Background: an optimization exercise with open tools, aiming at small area. Do not read the settings as production practice. Only simulation tests tie the RTL to the original design; equivalence was not proved. No activity file was given, so power comes from the tool's default toggle rates.

==> 11-27: inputs <==
## Solve
module Solve(clk, rst, halt, prepare, start, next, switcher, sw2, auto, keep, length, now, debug, dataput, dataput2, wrong, solved, fakeclick, score, wwmodi, ready
, wfresh, wcolorp, wBLOn, nnote0, wnotex, wnotey, wperc, endpass);
clock: 10.0 ns
lec_check: 0
abc_area: 1
cap_margin: 20
core_margin: 2
core_utilization: 60
slew_margin: 20
synth_memory_max_bits: 65536
standard.sh (not shown) runs the stock make flow with config.mk's settings and CLKGATE_MAP_FILE= SYNTH_SCRIPT=/design/flow/synth_recipe.tcl, a recipe that flattens the netlist after the stock synthesis.
==> flow/flow/run.sh <==
#!/bin/bash
# The standard layout (standard.sh: the standard synthesis and ORFS),
# with three changes to how the layout is made:
# - the port buffers are sky130_fd_sc_hd__buf_1, the smallest buffer cell;
# - global placement stays timing-driven but does not keep the resizer's
#   changes (GPL_KEEP_OVERFLOW=0); the later repair steps fix what is left;
# - the clock tree uses clkbuf_8 buffers and no dummy loads.
# ORFS writes each tool's log under orfs/logs/; make's own output goes to
# standard.log here.
export BUFFER_PORTS_ARGS="-buffer_cell sky130_fd_sc_hd__buf_1"
export GPL_KEEP_OVERFLOW=0
export CTS_ARGS="-sink_clustering_enable -repair_clock_nets -dont_use_dummy_load -buf_list sky130_fd_sc_hd__clkbuf_8 -sink_clustering_size 16"
bash standard.sh > standard.log 2>&1
==> inputs of 03-01, as changes to 11-27 <==
--- a/flow/flow/run.sh
+++ b/flow/flow/run.sh
@@ -11,3 +11,3 @@
 export GPL_KEEP_OVERFLOW=0
-export CTS_ARGS="-sink_clustering_enable -repair_clock_nets -dont_use_dummy_load -buf_list sky130_fd_sc_hd__clkbuf_8 -sink_clustering_size 16"
+export CTS_ARGS="-sink_clustering_enable -repair_clock_nets -dont_use_dummy_load -buf_list sky130_fd_sc_hd__clkbuf_16 -sink_clustering_size 40 -sink_clustering_max_diameter 200 -sink_clustering_levels 1"
 bash standard.sh > standard.log 2>&1
==> out/metrics.csv <==
stage,metric,value,unit
finish,seqCellArea,0.003309,mm²
routing,vias,14116,
pwr,power_density,203.4,mW/mm²
pwr,clock_power_share,12.0,%
pwr,seq_power_share,33.2,%
finish,final-clk-cell-share,1.685,%
routing,wl_met1,17330,µm
status,status,no timing/DRC/antenna violations,
finish,fillers,2073,
pwr,pwr-share-comb,54.8,%
pwr,switching_share,49.67,%
the above is filed under 11-27

==> out/metrics.csv <==
stage,metric,value,unit
status,status,no timing/DRC/antenna violations,
finish,seqCellArea,0.003307,mm²
routing,vias,14118,
pwr,power_density,212.5,mW/mm²
pwr,switching_share,47.65,%
finish,final-clk-cell-share,3.022,%
the above is filed under 03-01


---

==> job 598 <==
Another version of the RTL of Solve (not shown whole).
Settings: LEC_CHECK=0, CAP_MARGIN=20, CORE_MARGIN=2, CORE_UTILIZATION=40, SLEW_MARGIN=20, SYNTH_MEMORY_MAX_BITS=65536; clock period 10.0 ns.
==> flow/flow/run.sh <==
#!/bin/bash
# Standard layout, with the port buffers made of the smallest buffer cell
# and a clock tree of smaller buffers without dummy loads.
export BUFFER_PORTS_ARGS="-buffer_cell sky130_fd_sc_hd__buf_1"
export CTS_ARGS="-sink_clustering_enable -repair_clock_nets -dont_use_dummy_load -buf_list sky130_fd_sc_hd__clkbuf_8 -sink_clustering_size 20"
bash standard.sh > standard.log 2>&1
==> job 579: changes against job 598 <==
--- a/flow/design.v
+++ b/flow/design.v
@@ -1,34 +1,37 @@
 module Adder8421(
     input [16:0] a,
     input [8:0] b,
     output [16:0] c
 );
-wire [3:0] b0=b[3:0], b1=b[7:4], b2={3'd0,b[8]};
-wire [4:0] t0={1'b0,a[3:0]};
-wire [3:0] n0=t0[3:0];
-wire f0=((n0+b0)&4'hf)>=4'd10;
-wire [4:0] u0=n0+b0+(f0?4'd6:4'd0);
-wire [1:0] c0=t0[4]+u0[4];
-wire [4:0] t1=a[7:4]+c0;
-wire [3:0] n1=t1[3:0];
-wire f1=((n1+b1)&4'hf)>=4'd10;
-wire [4:0] u1=n1+b1+(f1?4'd6:4'd0);
-wire [1:0] c1=t1[4]+u1[4];
-wire [4:0] t2=a[11:8]+c1;
-wire [3:0] n2=t2[3:0];
-wire f2=((n2+b2)&4'hf)>=4'd10;
-wire [4:0] u2=n2+b2+(f2?4'd6:4'd0);
-wire [1:0] c2=t2[4]+u2[4];
-wire [4:0] t3=a[15:12]+c2;
-wire [3:0] n3=t3[3:0];
-wire f3=n3>=4'd10;
-wire [4:0] u3=n3+(f3?4'd6:4'd0);
-wire [1:0] c3=t3[4]+u3[4];
-assign c={a[16]^c3[0],u3[3:0],u2[3:0],u1[3:0],u0[3:0]};
+function automatic [4:0] add4(input [3:0] x, input [3:0] y, input ci);
+    integer i;
+    reg cc;
+    reg [3:0] s;
+    begin
+        cc=ci;
+        for(i=0;i<4;i=i+1)begin
+            s[i]=x[i]^y[i]^cc;
+            cc=(x[i]&y[i])|(cc&(x[i]^y[i]));
+        end
+        add4={cc,s};
+    end
+endfunction
+function automatic [4:0] digit(input [4:0] s);      
+    reg corr;
+    begin
+        corr=!s[4]&s[3]&(s[2]|s[1]);
+        digit={s[4]|corr,corr?{1'b0,s[2]&s[1],s[2]&!s[1],s[0]}:s[3:0]};
+    end
+endfunction
+wire [4:0] d0=digit(add4(a[3:0],b[3:0],1'b0));
+wire [4:0] d1=digit(add4(a[7:4],b[7:4],d0[4]));
+wire [4:0] d2=digit(add4(a[11:8],{3'd0,b[8]},d1[4]));
+wire [4:0] d3=digit(add4(a[15:12],4'd0,d2[4]));
+assign c={a[16]^d3[4],d3[3:0],d2[3:0],d1[3:0],d0[3:0]};
 endmodule
 module JK(
     input J,K,clk,
     input reset,
     output out
 );
 reg e;
@@ -53,28 +56,23 @@
 reg [2:0] lc;
 reg modi;
 wire hi=(ldata>=16'hff6a);
 wire [7:0] lb=ldata[7:0];
 wire [2:0] wc=hi?((lb==8'h6a)?3'd0:(lb<=8'h97)?3'd1:(lb<=8'hc4)?3'd2:(lb<=8'hf1)?3'd3:3'd4):
                  ((ldata<=16'd30)?3'd4:(ldata<=16'd120)?3'd5:(ldata<=16'd210)?3'd6:3'd7);
 always @(posedge clk)begin
-    if(reset)begin
+    if(we&&modi)begin
+        re<=data;
+        lc<=wc;
+    end else if(rst)begin
         re<=0;
         lc<=3'd4;
-        modi<=0;
-    end else begin
-        if(we&&modi)begin
-            re<=data;
-            lc<=wc;
-        end else if(rst)begin
-            re<=0;
-            lc<=3'd4;
-        end
-        modi<=!we;
     end
+    if(reset)modi<=0;
+    else modi<=!we;
 end
 assign out=re;
 assign lcode=lc;
 endmodule
 module Judge(
     input clk,
     input start,
@@ -100,15 +98,30 @@
 wire lt61 =(r<16'd61) |(rb&(r<16'd65237));
 wire lt180=(r<16'd180)|(rb&(r<16'd65356));
 wire lt300=(r<16'd300)|(rb&(r<16'd65476));
 wire lt315=(r<16'd315)|(rb&(r<16'd65491));
 wire lt330=(r<16'd330)|(rb&(r<16'd65506));
 wire rsub=(r<16'd360&&r>=16'd180);
 wire radd=(r>=16'd360&&r<=16'hff4B);
-always @(posedge clk) dec<=fac-now;
+function automatic [16:0] add16(input [15:0] x, input [15:0] y, input ci);
+    integer i;
+    reg cc;
+    reg [15:0] s;
+    begin
+        cc=ci;
+        for(i=0;i<16;i=i+1)begin
+            s[i]=x[i]^y[i]^cc;
+            cc=(x[i]&y[i])|(cc&(x[i]^y[i]));
+        end
+        add16={cc,s};
+    end
+endfunction
+wire [16:0] facnow=add16(fac,~now,1'b1);
+wire [16:0] radj=add16(r,rsub?16'hfe98:16'h0168,1'b0);
+always @(posedge clk) dec<=facnow[15:0];
 always @ (posedge clk) begin
     if(reset)begin
         state<=0;
         resd<=0;
         res<=0;
         rmodi<=0;
     end else
@@ -122,15 +135,15 @@
         2'd1:begin
             rmodi<=dec;
             state<=2;
         end
         2'd2:begin
             state<=3;
             if(rsub||radd)begin
-                rmodi<={r[15:3]+(rsub?13'h1fd3:13'h002d),r[2:0]};
+                rmodi<=radj[15:0];
             end
             if(lt180)begin
                 if(!lt46)begin
                     if(!lt61)res<=3'b111;
                     else res<=3'b110;
                 end else begin
                     if(!lt31)res<=3'b101;
@@ -163,16 +176,18 @@
     input [2:0] result,
     input signed [15:0] dev,
     output [31:0] out
 );
 reg [8:0] mid;
 reg [16:0] score;
 wire [16:0] value;
-wire [15:0] nmodi=-dev;
-wire [15:0] m=dev[15]?dev:nmodi;
+wire [5:0] m=dev[15]?dev[5:0]:(~dev[5:0])+6'd1;
+wire [3:0] mlo=4'd9-{1'b0,m[2:0]};
+wire [3:0] mhi8=4'd8-{1'b0,m[5:3]};
+wire [3:0] mhi9=4'd9-{1'b0,m[5:3]};
 reg start;
 reg state;
 reg [3:0] astate;
 wire ok=(astate==4'd8);
 Adder8421 adder(
     .a(score),
     .b(mid),
@@ -180,15 +195,15 @@
 );
 always @(posedge clk)begin
     if(reset)astate<=4'd9;
     else if(rst)astate<=4'd9;
     else if(astate==4'd9)begin
         if(start)astate<=4'd0;
     end else if(astate==4'd8)astate<=4'd9;
-    else astate<=astate+4'd1;
+    else astate<=astate+4'd1;    
 end
 always @(posedge clk)begin
     if(reset)begin
         state<=0;
         start<=0;
         score<=0;
     end else if(rst)score<=0;
@@ -204,17 +219,17 @@
                 state<=1;
                 start<=1;
                 if(result[1:0]==0)begin
                     mid<=AC;
                 end else if(result[1:0]==3)begin
                     mid<=0;
                 end else if(result[1])begin
-                    mid<=9'h89-{m[5:3],1'd0,m[2:0]};
+                    mid<={1'b0,mhi8,mlo};
                 end else begin
-                    mid<=9'h99-{m[5:3],1'd0,m[2:0]};
+                    mid<={1'b0,mhi9,mlo};
                 end
             end
         end
     end
 end
 assign out={15'd0,score};
 endmodule
@@ -313,17 +328,43 @@
 localparam WAIT=6;
 localparam WAITJUDGE=7;
 localparam CACHEDEV=8;
 localparam PASS=14;
 localparam WRONG=15;
 localparam XY=X*Y;
 localparam LAST=132;         
+function automatic [16:0] add16(input [15:0] x, input [15:0] y, input ci);
+    integer i;
+    reg cc;
+    reg [15:0] s;
+    begin
+        cc=ci;
+        for(i=0;i<16;i=i+1)begin
+            s[i]=x[i]^y[i]^cc;
+            cc=(x[i]&y[i])|(cc&(x[i]^y[i]));
+        end
+        add16={cc,s};
+    end
+endfunction
+function automatic lt8(input [7:0] x, input [7:0] y);
+    integer i;
+    reg r;
+    begin
+        r=1'b0;
+        for(i=0;i<8;i=i+1)
+            r=(~x[i]&y[i])|(r&(~x[i]|y[i]));
+        lt8=r;
+    end
+endfunction
 reg [3:0] state;
-reg [7:0] nnote;             
-reg [7:0] cur;               
+reg [7:0] cur;
+reg pz;
+wire rd=(state==READNOTE)||(state==README)||(state==READINGSWI)||(state==READINGNOTE);
+wire [16:0] cur1w=add16({8'd0,cur},16'd0,1'b1);
+wire [7:0] cur1=cur1w[7:0];
 reg [1:0] sn;                
 reg tillf;                   
 reg [3:0] ak;                
 reg signed [15:0] modi;
 reg [3:0] waitr;
 reg [3:0] cc;                
 reg fclick;
@@ -415,21 +456,26 @@
     .rst(preparing),
     .reset(rst),
     .cal(beginscore),
     .dev(wmodi),
     .result(jures),
     .out(score)
 );
-wire [15:0] taskri=notel+modi;
-wire [16:0] dl={1'b0,length}-{1'b0,taskri};
-wire len_eq=(dl[15:0]==16'd0);                        
-wire len_ge=(taskri>=16'hffb0)?($signed(dl)>=-17'sd65456):($signed(dl)>=17'sd80);    
-wire len_le=(taskri>16'd90&&taskri<=16'd65445)?($signed(dl)<=-17'sd90):(length==16'd0);  
+wire [16:0] taskri_d=add16({7'd0,notel},modi,1'b0);
+reg [15:0] taskri;
+always @(posedge clk) taskri<=taskri_d[15:0];
+wire [16:0] dl=add16(length,~taskri,1'b1);           
+wire nb=dl[16];
+wire [15:0] d=dl[15:0];
+wire len_eq=(d==16'd0);                               
+wire ge80=(d>=16'd80);
+wire len_ge=(taskri>=16'hffb0)?(nb|ge80):(nb&ge80);   
+wire len_le=(taskri>16'd90&&taskri<=16'd65445)?(!nb&&d<=16'd65446):(length==16'd0);  
 wire early=(lcode<=lc);      
-wire seq=(sn==2'd0||sn==2'd3)?(nnote==8'd0):(sn==2'd1)?(nnote==8'd49):(nnote==8'd95);
+wire seq=pz?(sn==2'd0||sn==2'd3):((sn==2'd1&&cur==8'd48)||(sn==2'd2&&cur==8'd94));
 wire s2=(sn==2'd2);
 wire [3:0] snote4={s2,s2,s2,sn[0]^sn[1]};
 assign ready=(state==WAITSTART);
 assign wrong=(state==WRONG);
 assign wnotex={8'd0,nx};
 assign wnotey={8'd0,ny};
 assign solved=dealtadd&&(!invalidadd);
@@ -447,22 +493,22 @@
         4'd9:colorp=12'h0ff;
         4'd10:colorp=12'h08f;
         4'd11:colorp=12'h22f;
         default:colorp=12'h000;
     endcase
 end
 assign wcolorp=colorp;
-assign nnote0=nnote[0];
+assign nnote0=!pz&&(rd?!cur[0]:cur[0]);
 assign endpass=(state==PASS);
 always @(posedge clk) begin
     if(rst)begin
         state<=IDLE;
         fclick<=0;
         fresh<=0;
-        nnote<=0;
+        pz<=1;
         cur<=8'd255;
         sn<=0;
         modi<=0;
         waitr<=0;
         preparing<=0;
         cc<=0;
         dealtadd<=0;
@@ -470,15 +516,15 @@
         beginscore<=0;
         judgestart<=0;
     end else
     case(state)
         IDLE:begin
             if(prepare)begin
                 fresh<=0;
-                nnote<=0;
+                pz<=1;
                 modi<=0;
                 waitr<=15;
                 preparing<=1;
                 sn<=0;
                 ak<=0;
                 state<=READNOTE;
             end
@@ -498,17 +544,18 @@
         end
         READINGSWI:begin
             fresh<=1;
             sn<=sn+2'd1;
             state<=README;
         end
         READINGNOTE:begin
-            cur<=nnote;
+            cur<=pz?8'd0:cur1;
+            pz<=0;
             tillf<=1;
-            if(nnote==LAST)state<=PASS;
+            if(!pz&&cur==LAST-1)state<=PASS;
             else state<=CACHEDEV;
         end
         README:begin
             fresh<=0;
             state<=seq?READINGSWI:READINGNOTE;
         end
         CACHEDEV: begin
@@ -525,16 +572,15 @@
                 state<=WAITSTART;
             end else if(waitr!=4'd15)begin
                 waitr<=waitr+4'd1;
             end else state<=WAIT;
         end
         WAIT: begin
             fresh<=0;
-            if(debug[4]&&nnote<{debug[3:0],3'd0})begin
-                nnote<=nnote+8'd1;
+            if(debug[4]&&lt8(cur,{debug[3:0],3'd0}))begin
                 state<=READNOTE;
                 fresh<=1;
             end else if(halt)begin
                 state<=IDLE;
             end else if(addsign)begin
                 dealtadd<=1;
                 if((early&&keep)||len_le)begin
@@ -568,15 +614,14 @@
             if(judgeready)begin
                 cc<={1'b1,jures};
                 modi<=wmodi;
                 if((!AC)&&(!keep))begin
                     state<=WRONG;
                 end else begin
                     beginscore<=1;
-                    nnote<=nnote+8'd1;
                     state<=READNOTE;
                 end
             end
         end
         WRONG:begin
             if(halt)begin
                 state<=IDLE;
@@ -586,15 +631,16 @@
             if(halt)begin
                 state<=IDLE;
             end
         end
         default:;
     endcase
 end
-wire [15:0] nmodi=-modi;
+wire [16:0] nmodi17=add16(~modi,16'd0,1'b1);
+wire [15:0] nmodi=nmodi17[15:0];
 assign dataput=switcher?(sw2?perc[15:0]:now[15:0]):{snote4,waitr[3:0],state[3:0],4'd0};
 wire [31:0] putdata1={colorp,1'd0,jures,score[31:16]};
 wire [31:0] putdata2={modi[15:0],wmodi[15:0]};
 wire [31:0] dataput22=switcher?putdata1:putdata2;
 wire [31:0] putdata3=switcher?{modi,nmodi}:{nmodi,modi};
 assign dataput2=sw2?putdata3:dataput22;
 endmodule
==> flow/flow/run.sh (replaced) <==
#!/bin/bash
# Standard layout, with the port buffers made of the smallest buffer cell
# and a clock tree of smaller buffers without dummy loads.
export BUFFER_PORTS_ARGS="-buffer_cell sky130_fd_sc_hd__buf_1"
export CTS_ARGS="-sink_clustering_enable -repair_clock_nets -dont_use_dummy_load -buf_list sky130_fd_sc_hd__clkbuf_8 -sink_clustering_size 16"
bash standard.sh > standard.log 2>&1
==> flow/config.mk (replaced) <==
export PLATFORM = sky130hd
export DESIGN_NAME = Solve
export DESIGN_NICKNAME = Solve
export VERILOG_FILES = /design/flow/design.v
export SDC_FILE = /design/flow/constraint.sdc
export NUM_CORES = 4
export LEC_CHECK = 0
export CAP_MARGIN = 20
export CORE_MARGIN = 2
export CORE_UTILIZATION = 65
export SLEW_MARGIN = 20
export SYNTH_MEMORY_MAX_BITS = 65536
==> comparison <==
Sequential share of layout area: job 579 is higher than job 598 (4.9 points).
Between job 579 and job 598, the lower non-clock buffer count is in job 579 (gap 33).
In job 579 the maximum frequency is lower than in job 598, by 2.3%.
Clock power is about the same in job 598 and job 579.
Clock-buffer cell count is the same in job 598 and job 579.
Critical path depth: job 598 is higher than job 579 (10).
Against job 579, the synthesized area of job 598 is higher by about 12%.
Of job 598 and job 579, job 579 has the higher utilization (gap 26 points).
==> figures <==
Result of the run: job 579 finished clean; job 598 finished clean
Sw power: job 579 1.472 mW; job 598 1.752 mW
Count of flip-flops with a built-in enable after synthesis: job 579 33; job 598 14
Hold Path Depth: job 579 2; job 598 1
Number of nets in the finished design: job 579 2298; job 598 2725
Number of buffer and inverter instances along the worst setup path: job 579 6; job 598 3
Multi-In Gates: job 579 1509; job 598 1925
Number of well-tap cells placed: job 579 319; job 598 585
Proportion of cell area spent on the clock network: job 579 0.01432; job 598 0.01242
Seq area share: job 579 0.2228; job 598 0.1734
Worst stage delay on the critical path: job 579 0.44 ns; job 598 0.60 ns
Met3 track demand over resource: job 579 0.06805; job 598 0.04919
Ratio of total power to cell area: job 579 186.6 nW/um^2; job 598 186.4 nW/um^2
Metal1 wirelength: job 579 19.03 mm; job 598 27.18 mm
First drt pass iteration count: job 579 7; job 598 5
Met2 Use GR: job 579 0.5898; job 598 0.4102
Startpoint of the worst setup timing path: job 579 length[0]; job 598 cur[0]

==> separate check: timing with driven ports <==
How much do the figures lean on ideal ports? The routed layouts below were timed once more, with nothing changed but the port constraints.
Step 1 assumes that a clkbuf_16 drives the clock port and a buf_2 every other input.
Step 2, shift: input delay + t, output delay - t, t = (earliest + latest rising clock arrival at the registers) / 2. This alone moves slack from input paths to output paths.
Three values: ideal ports, drivers, drivers and shift; two values: the first two.
| run | shift t [ns] | setup WS [ns] | worst slew at a driven data input, ns |
|---|---|---|---|
| 11-27 | 0.497 | 0.395 / 0.348 / 0.427 | 0.04 |
| 03-01 | 0.468 | 0.369 / 0.319 / 0.421 | 0.04 |
| job 598 | 0.481 | 0.559 / 0.559 / 0.559 | 0.08 |
| job 579 | 0.499 | 0.333 / 0.360 / -0.139 | 0.06 |
Met with ideal ports but missed after step 2: setup timing in job 579. The setup slack of job 579, which loses most, moves by +0.027 ns with the drivers and by -0.472 ns with both steps.
